This is an optimization exercise on Yosys and OpenROAD, whose aim is small area and a short achievable clock period, not a production implementation. In this exercise RTL edits were held to simulation tests only and were not proved equivalent to the original. Power and IR drop assume default switching activity.

[flow/flow/run.sh]
#!/bin/bash
# Standard layout, with plain buffers (not delay cells) on the ports, and the
# platform's don't-use list extended by slow wide gates (flow/dont_use.txt).
set -euo pipefail
export BUFFER_PORTS_ARGS="-buffer_cell sky130_fd_sc_hd__buf_2"
bash standard.sh "DONT_USE_CELLS=$(cat flow/dont_use.txt)" finish > standard.log 2>&1
[flow/flow/dont_use.txt]
sky130_fd_sc_hd__lpflow_bleeder_1 sky130_fd_sc_hd__lpflow_clkbufkapwr_1 sky130_fd_sc_hd__lpflow_clkbufkapwr_16 sky130_fd_sc_hd__lpflow_clkbufkapwr_2 sky130_fd_sc_hd__lpflow_clkbufkapwr_4 sky130_fd_sc_hd__lpflow_clkbufkapwr_8 sky130_fd_sc_hd__lpflow_clkinvkapwr_1 sky130_fd_sc_hd__lpflow_clkinvkapwr_16 sky130_fd_sc_hd__lpflow_clkinvkapwr_2 sky130_fd_sc_hd__lpflow_clkinvkapwr_4 sky130_fd_sc_hd__lpflow_clkinvkapwr_8 sky130_fd_sc_hd__lpflow_decapkapwr_12 sky130_fd_sc_hd__lpflow_decapkapwr_3 sky130_fd_sc_hd__lpflow_decapkapwr_4 sky130_fd_sc_hd__lpflow_decapkapwr_6 sky130_fd_sc_hd__lpflow_decapkapwr_8 sky130_fd_sc_hd__lpflow_inputiso0n_1 sky130_fd_sc_hd__lpflow_inputiso0p_1 sky130_fd_sc_hd__lpflow_inputiso1n_1 sky130_fd_sc_hd__lpflow_inputiso1p_1 sky130_fd_sc_hd__lpflow_inputisolatch_1 sky130_fd_sc_hd__lpflow_isobufsrc_1 sky130_fd_sc_hd__lpflow_isobufsrc_16 sky130_fd_sc_hd__lpflow_isobufsrc_2 sky130_fd_sc_hd__lpflow_isobufsrc_4 sky130_fd_sc_hd__lpflow_isobufsrc_8 sky130_fd_sc_hd__lpflow_isobufsrckapwr_16 sky130_fd_sc_hd__lpflow_lsbuf_lh_hl_isowell_tap_1 sky130_fd_sc_hd__lpflow_lsbuf_lh_hl_isowell_tap_2 sky130_fd_sc_hd__lpflow_lsbuf_lh_hl_isowell_tap_4 sky130_fd_sc_hd__lpflow_lsbuf_lh_isowell_4 sky130_fd_sc_hd__lpflow_lsbuf_lh_isowell_tap_1 sky130_fd_sc_hd__lpflow_lsbuf_lh_isowell_tap_2 sky130_fd_sc_hd__lpflow_lsbuf_lh_isowell_tap_4 sky130_fd_sc_hd__probe_p_8 sky130_fd_sc_hd__probec_p_8   sky130_fd_sc_hd__or4_* sky130_fd_sc_hd__or4b_* sky130_fd_sc_hd__or4bb_* sky130_fd_sc_hd__or3_* sky130_fd_sc_hd__or3b_*
[flow/standard.sh]
#!/bin/bash
# synth_recipe.tcl (not shown) runs the flow's synth.tcl, then flattens the netlist and writes it again
# the make line also repeats each setting of config.mk as NAME=value (left out here)
make -C /OpenROAD-flow-scripts/flow DESIGN_CONFIG=/design/flow/config.mk WORK_HOME=/design/flow/orfs CLKGATE_MAP_FILE= SYNTH_SCRIPT=/design/flow/synth_recipe.tcl "${@:-finish}"
[flow/config.mk]
export PLATFORM = sky130hd
export DESIGN_NAME = fpadder
export DESIGN_NICKNAME = fpadder
export VERILOG_FILES = /design/flow/design.v
export SDC_FILE = /design/flow/constraint.sdc
export NUM_CORES = 4
export LEC_CHECK = 0
export CAP_MARGIN = 20
export CORE_MARGIN = 2
export CORE_UTILIZATION = 65
export CTS_BUF_LIST = sky130_fd_sc_hd__clkbuf_4 sky130_fd_sc_hd__clkbuf_8
export CTS_CLUSTER_DIAMETER = 80
export CTS_CLUSTER_SIZE = 50
export SETUP_SLACK_MARGIN = 2.0
export SLEW_MARGIN = 20
export TNS_END_PERCENT = 0
[flow/constraint.sdc]
create_clock -name core_clock -period 4.0 [get_ports {clk}]
set_input_delay 0.8000 -clock core_clock [delete_from_list [all_inputs] [get_ports {clk}]]
set_output_delay 0.8000 -clock core_clock [all_outputs]
set_load 0.01 [all_outputs]
[flow/design.v]
module fpadder(input [15:0] A, input [15:0] B, input clk, input rst, output reg [15:0] C);
reg        sa1, sb1, abig1;
reg [4:0]  eb1, d1;
reg [9:0]  ma1, mb1;
always @(posedge clk) begin
	sa1   <= A[15];
	sb1   <= B[15];
	abig1 <= A[14:0] > B[14:0];
	eb1   <= B[14:10];
	d1    <= A[14:10] - B[14:10];
	ma1   <= A[9:0];
	mb1   <= B[9:0];
end
wire [9:0]  xm1 = abig1 ? ma1 : mb1;
wire [9:0]  ym1 = abig1 ? mb1 : ma1;
wire [4:0]  sh1 = abig1 ? d1 : -d1;
wire [10:0] ys = {1'b1, ym1} >> sh1[3:0];
wire [10:0] yv = sh1[4] ? 11'd0 : ys;
wire        sub1 = sa1 ^ sb1;
reg        sign2, sub2;
reg [4:0]  exp2;    
reg [9:0]  xm2;
reg [10:0] ym2;
always @(posedge clk) begin
	sign2 <= abig1 ? sa1 : sb1;
	sub2  <= sub1;
	exp2  <= eb1 + (abig1 ? d1 : 5'd0) + 5'd1;
	xm2   <= xm1;
	ym2   <= yv ^ {11{sub1}};
end
wire [12:0] s = {2'b01, xm2, 1'b1} + {sub2, ym2, sub2};
reg        sign3;
reg [4:0]  exp3;    
reg [11:0] s3;
always @(posedge clk) begin
	sign3 <= sign2;
	exp3  <= exp2;
	s3    <= s[12:1];
end
reg [3:0] k;
always @(*) begin
	casez (s3[11:1])
	11'b1??????????: k = 4'd0;
	11'b01?????????: k = 4'd1;
	11'b001????????: k = 4'd2;
	11'b0001???????: k = 4'd3;
	11'b00001??????: k = 4'd4;
	11'b000001?????: k = 4'd5;
	11'b0000001????: k = 4'd6;
	11'b00000001???: k = 4'd7;
	11'b000000001??: k = 4'd8;
	11'b0000000001?: k = 4'd9;
	11'b00000000001: k = 4'd10;
	default:         k = 4'd1;
	endcase
end
wire [12:0] w = {s3, 1'b0} << k;
wire [5:0]  en = {exp3, 1'b1} + {1'b1, ~k, 1'b1};    
wire [4:0]  e = en[5:1];
wire zero = ~sign3 && exp3 == 5'd1 && s3 == 12'h800;
always @(posedge clk)
	C <= {sign3, e[4:1], e[0] & ~zero, w[11:2]};
endmodule
==> summary.txt <==
Routing
  – Vias/cell: between 5 and 6
  – Number of search-and-repair iterations in the first detailed-routing pass: 4
  – Total wire length: 8.87 mm
  – Routed length per placed instance: 14.2 um
  – Iteration-0 DRC count of the detailed router: 103
  – Total DRC errors in the routed layout: 0
  – Antenna violation net count after detailed routing: 0
  – Detailed-route via count: 3394

Global routing
  – Total global-route track usage: 24.3%
  – Vias in the first global route: 3294
  – First-pass GRT wire length: 14.6 mm
  – Largest net degree at the start of global routing: 21
  – Global-route congestion overflow total: 0
  – Initial antenna violation count: 0

Min path
  – Hold Startpoint: exp2[2]
  – Hold crit path type: flip-flop to flip-flop

Floorplanning
  – Overall die width: 88.3 um
  – Number of rows in the core area: 30
  – # IOs: 50
  – Y dimension of the die: 88.3 um
  – Area of the placeable core: about 7000 um^2
  – Initial core utilization: 67.6%
  – Floorplan die area: about 8000 um^2

Clock tree
  – Number of buffers on the longest clock path: 2
  – Clock root cell: sky130_fd_sc_hd__clkbuf_8
  – Htree depth: 3
  – Clock net sink count: 95
  – Number of CTS-inserted buffers: 9
  – CTS clk-pin slew, worst paths: 0.09 ns
  – Source-to-sink clock delay at the later pin of the worst-skew pair: 0.36 ns
  – Clock tree from TritonCTS: done

Timing
  – Final hold violations: 0
  – Actual transition at the worst max-transition pin: approximately 0.45 ns
  – Final setup violation count: 0
  – Post-route fraction of the period consumed by the critical path: a little over half
  – Top achievable clock speed: 460 MHz
  – Final total negative setup slack: 0 ns
  – Time the final worst path needs with I/O delays and setup: 2.17 ns
  – Rel. slew slack: between 70% and 80%
  – Number of max-slew violations in the final report: 0
  – Worst hold margin: approximately 0.33 ns
  – Clock skew after layout: roughly 0.011 ns
  – Unrepaired setup endpoints after global routing: yes

Synthesis
  – Async SR Flop Fraction: 0%
  – Count of unique library cells instantiated by Yosys: 60
  – Area of the mapped netlist: 4620 um^2
  – Post-synthesis instance total: 455
  – Synth warnings: 1
  – Post-synth EDFFs: 0
  – Proportion of synthesized chip area in sequential cells: 41.2%
  – Ys flop type: sky130_fd_sc_hd__dfxtp_1
  – Synth Register Bits: 95
  – Synth Net Count: between 500 and 600
  – Syn Area/Cell: between 10 and 15 um^2

Worst setup path
  – Delay-heaviest family, CP: compound AO/OA/AOI/OAI gates
  – Crit path from: s3[8]
  – Startpoint kind of the worst setup timing path: flip-flop
  – CP arrival: 2.40 ns
  – Origin of the critical flop-to-flop path: s3[8]
  – Number of buffers and inverters on the critical path: 1
  – Crit. End Element: flip-flop
  – CP Data Required Time: 4.23 ns
  – CP Cell Sequence: nor4_4 -> a21bo_4 -> o21ai_4 -> buf_4 -> mux2i_2 -> nor2_1 -> a31oi_1 -> o22ai_1
  – Setup CP Type: flip-flop to flip-flop
  – CP max FO: 5
  – Slowest stage cell on the critical path: sky130_fd_sc_hd__dfxtp_4
  – Largest stage delay on the critical path: 0.36 ns

Placed design
  – Detailed placement HPWL: 6.67 mm
  – I/O Buffers: 48
  – RePlAce Congestion: 0.890

Pwr
  – Leakage: 0.00244 uW
  – Final Power: 3950 uW
  – Pwr dens: 732 nW/um^2
  – Maximum resistive drop on vdd: 0.325 mV

Finish
  – Antenna Cells: 0
  – Area delta synth->final: 16.7%
  – Total Nets Final: 596
  – Number of filler instances in the final layout: 482
  – Final Core Density: 78.9%
  – Fraction of layout instances using a drive strength above 1: 28.5%

Run
  – Number of maximum-capacitance constraint violations: 0

Outcome
  – Run status: no timing/DRC/antenna violations
## cell families after synthesis
| kind of cell | after synthesis | share of synthesized area [%] |
|---|---|---|
| flops | 95 | 41.2 |
| compound gates | 95 | 14.3 |
| fa+ha+maj | 39 | 11.2 |
| simple gates | 103 | 11.2 |
| buf+inv | 56 | 4.96 |
| mux | 37 | 11.0 |
| xor+xnor | 30 | 6.18 |
## sequential cells by signal, indices dropped and copies added (netlist names), 5 cells and up
register and cells:
ma1 10, s3 12, exp2 5, eb1 5
exp3 5, C 16, mb1 10, ym2 11
d1 5, xm2 10
## metrics by stage
step                      instances  cell area, um^2  setup WS, ns
after floorplan                 455             4640          1.67
after global placement          593             4980          1.50
after detailed placement        593             4980          1.45
after CTS                       617             5300          1.85
after global routing            623             5390          1.74
final                           623             5390          1.83
## layer usage
metal  vias to the layer above  global-route usage, %  wire (um)  share of wire [%]
li1                       1727                      -          -                  -
met1                      1577                   29.2       3830                 43
met2                        72                   42.9       4600                 52
met3                        18                   5.13        295                3.3
met4                         0                   8.68        142                1.6
met5                         -                      0          0                  0
## layout make-up
class / instances / area (um^2) / share of cell area, %
Clock buffer: 9 / 124 / 2.30
Clock inverter: 6 / 68.8 / 1.28
Inverter: 46 / 175 / 3.25
Multi-Input combinational cell: 304 / 2590 / 48.0
Sequential cell: 95 / 1920 / 35.7
Tap cell: 96 / 120 / 2.23
Timing Repair Buffer: 67 / 390 / 7.24
## path summary, 6_finish.rpt
kind             end  slack, ns  cells after the start
max             C[5]       1.83                      8
min          exp3[2]       0.33                      0
max reg2reg     C[5]       1.83                      8
min reg2reg  exp3[2]       0.33                      0
## cells in the mapped netlist (2+ instances only)
| master | number | area share (%) |
|---|---|---|
| sky130_fd_sc_hd__mux2i_1 | 14 | 3.0 |
| sky130_fd_sc_hd__nor4_4 | 2 | 0.92 |
| sky130_fd_sc_hd__inv_1 | 45 | 3.7 |
| sky130_fd_sc_hd__dfxtp_1 | 95 | 41 |
| sky130_fd_sc_hd__and2_1 | 4 | 0.54 |
| sky130_fd_sc_hd__o21ai_1 | 8 | 0.87 |
| sky130_fd_sc_hd__xnor2_2 | 3 | 1.1 |
| sky130_fd_sc_hd__xor2_1 | 10 | 1.9 |
| sky130_fd_sc_hd__o21ai_0 | 10 | 1.1 |
| sky130_fd_sc_hd__nand2_1 | 23 | 1.9 |
| sky130_fd_sc_hd__o311a_1 | 2 | 0.43 |
| sky130_fd_sc_hd__o21a_1 | 6 | 0.98 |
| sky130_fd_sc_hd__buf_2 | 3 | 0.33 |
| sky130_fd_sc_hd__ha_1 | 35 | 9.5 |
| sky130_fd_sc_hd__nor3_1 | 7 | 0.76 |
| sky130_fd_sc_hd__a31oi_1 | 8 | 1.1 |
| sky130_fd_sc_hd__fa_1 | 4 | 1.7 |
| sky130_fd_sc_hd__buf_4 | 2 | 0.33 |
| sky130_fd_sc_hd__nor2b_1 | 8 | 1.1 |
| sky130_fd_sc_hd__mux2_2 | 11 | 2.7 |
| sky130_fd_sc_hd__nand4_1 | 4 | 0.54 |
| sky130_fd_sc_hd__a211oi_1 | 6 | 0.98 |
| sky130_fd_sc_hd__nand2b_1 | 3 | 0.41 |
| sky130_fd_sc_hd__xnor2_1 | 17 | 3.2 |
| sky130_fd_sc_hd__o22ai_1 | 2 | 0.27 |
| sky130_fd_sc_hd__a21o_1 | 11 | 1.8 |
| sky130_fd_sc_hd__nor2_1 | 35 | 2.8 |
| sky130_fd_sc_hd__nand3_1 | 8 | 0.87 |
| sky130_fd_sc_hd__o41ai_1 | 2 | 0.38 |
| sky130_fd_sc_hd__a211oi_2 | 2 | 0.54 |
| sky130_fd_sc_hd__mux4_2 | 9 | 4.4 |
| sky130_fd_sc_hd__a21oi_1 | 24 | 2.6 |
| sky130_fd_sc_hd__clkbuf_1 | 4 | 0.33 |
| sky130_fd_sc_hd__or2_2 | 2 | 0.27 |
## worst register-to-register path: stages, from the launching register on
cell                      delay, ns
sky130_fd_sc_hd__dfxtp_4       0.36
sky130_fd_sc_hd__nor4_4        0.30
sky130_fd_sc_hd__a21bo_4       0.28
sky130_fd_sc_hd__o21ai_4       0.20
sky130_fd_sc_hd__buf_4         0.20
sky130_fd_sc_hd__mux2i_2       0.35
sky130_fd_sc_hd__nor2_1        0.10
sky130_fd_sc_hd__a31oi_1       0.16
sky130_fd_sc_hd__o22ai_1       0.12
## repair_timing
item,in CTS,in global routing
setup buffers,9,6
hold buffers,0,0
pin swaps,8,3
gates resized for setup,18,15
setup endpoints to repair,29,31
endpoints found under the hold margin,0,0
## layout by cell type, fill, tap and decap left out, types with 10 or more instances in the layout
master / count
sky130_fd_sc_hd__xnor2_1: 17
sky130_fd_sc_hd__mux2_2: 11
sky130_fd_sc_hd__nand2_1: 22
sky130_fd_sc_hd__nor2_1: 34
sky130_fd_sc_hd__inv_1: 42
sky130_fd_sc_hd__o21ai_1: 10
sky130_fd_sc_hd__buf_2: 48
sky130_fd_sc_hd__ha_1: 34
sky130_fd_sc_hd__xor2_1: 10
sky130_fd_sc_hd__mux2i_1: 12
sky130_fd_sc_hd__a21oi_1: 23
sky130_fd_sc_hd__a21o_1: 11
sky130_fd_sc_hd__buf_4: 17
sky130_fd_sc_hd__dfxtp_1: 87
## where the power goes
part | internal, uW | switching, uW
combinational | 892 | 986
sequential | 1240 | 215
clock | 291 | 328

[what the ideal ports hide]
Ports are ideal in the flow. The routed layout listed here was re-timed in OpenROAD. Step 1 (the two cells are an assumption about what drives the block):
set clk [get_ports {clk}]
set_driving_cell -lib_cell sky130_fd_sc_hd__clkbuf_16 $clk
set_driving_cell -lib_cell sky130_fd_sc_hd__buf_2 [delete_from_list [all_inputs] $clk]
Step 2, shift: input delay + t, output delay - t, t = (earliest + latest rising clock arrival at the registers) / 2. This alone moves slack from input paths to output paths. Three values: ideal, step 1, step 2; two values: the first two.
t (ns): 0.384
setup slack, ns: 1.828 / 1.828 / 1.578
worst setup path after step 2: input to register
After both steps setup and hold are still met in this run. For this run, drivers alone change the setup slack by 0.000 ns; drivers and shift together by -0.250 ns.
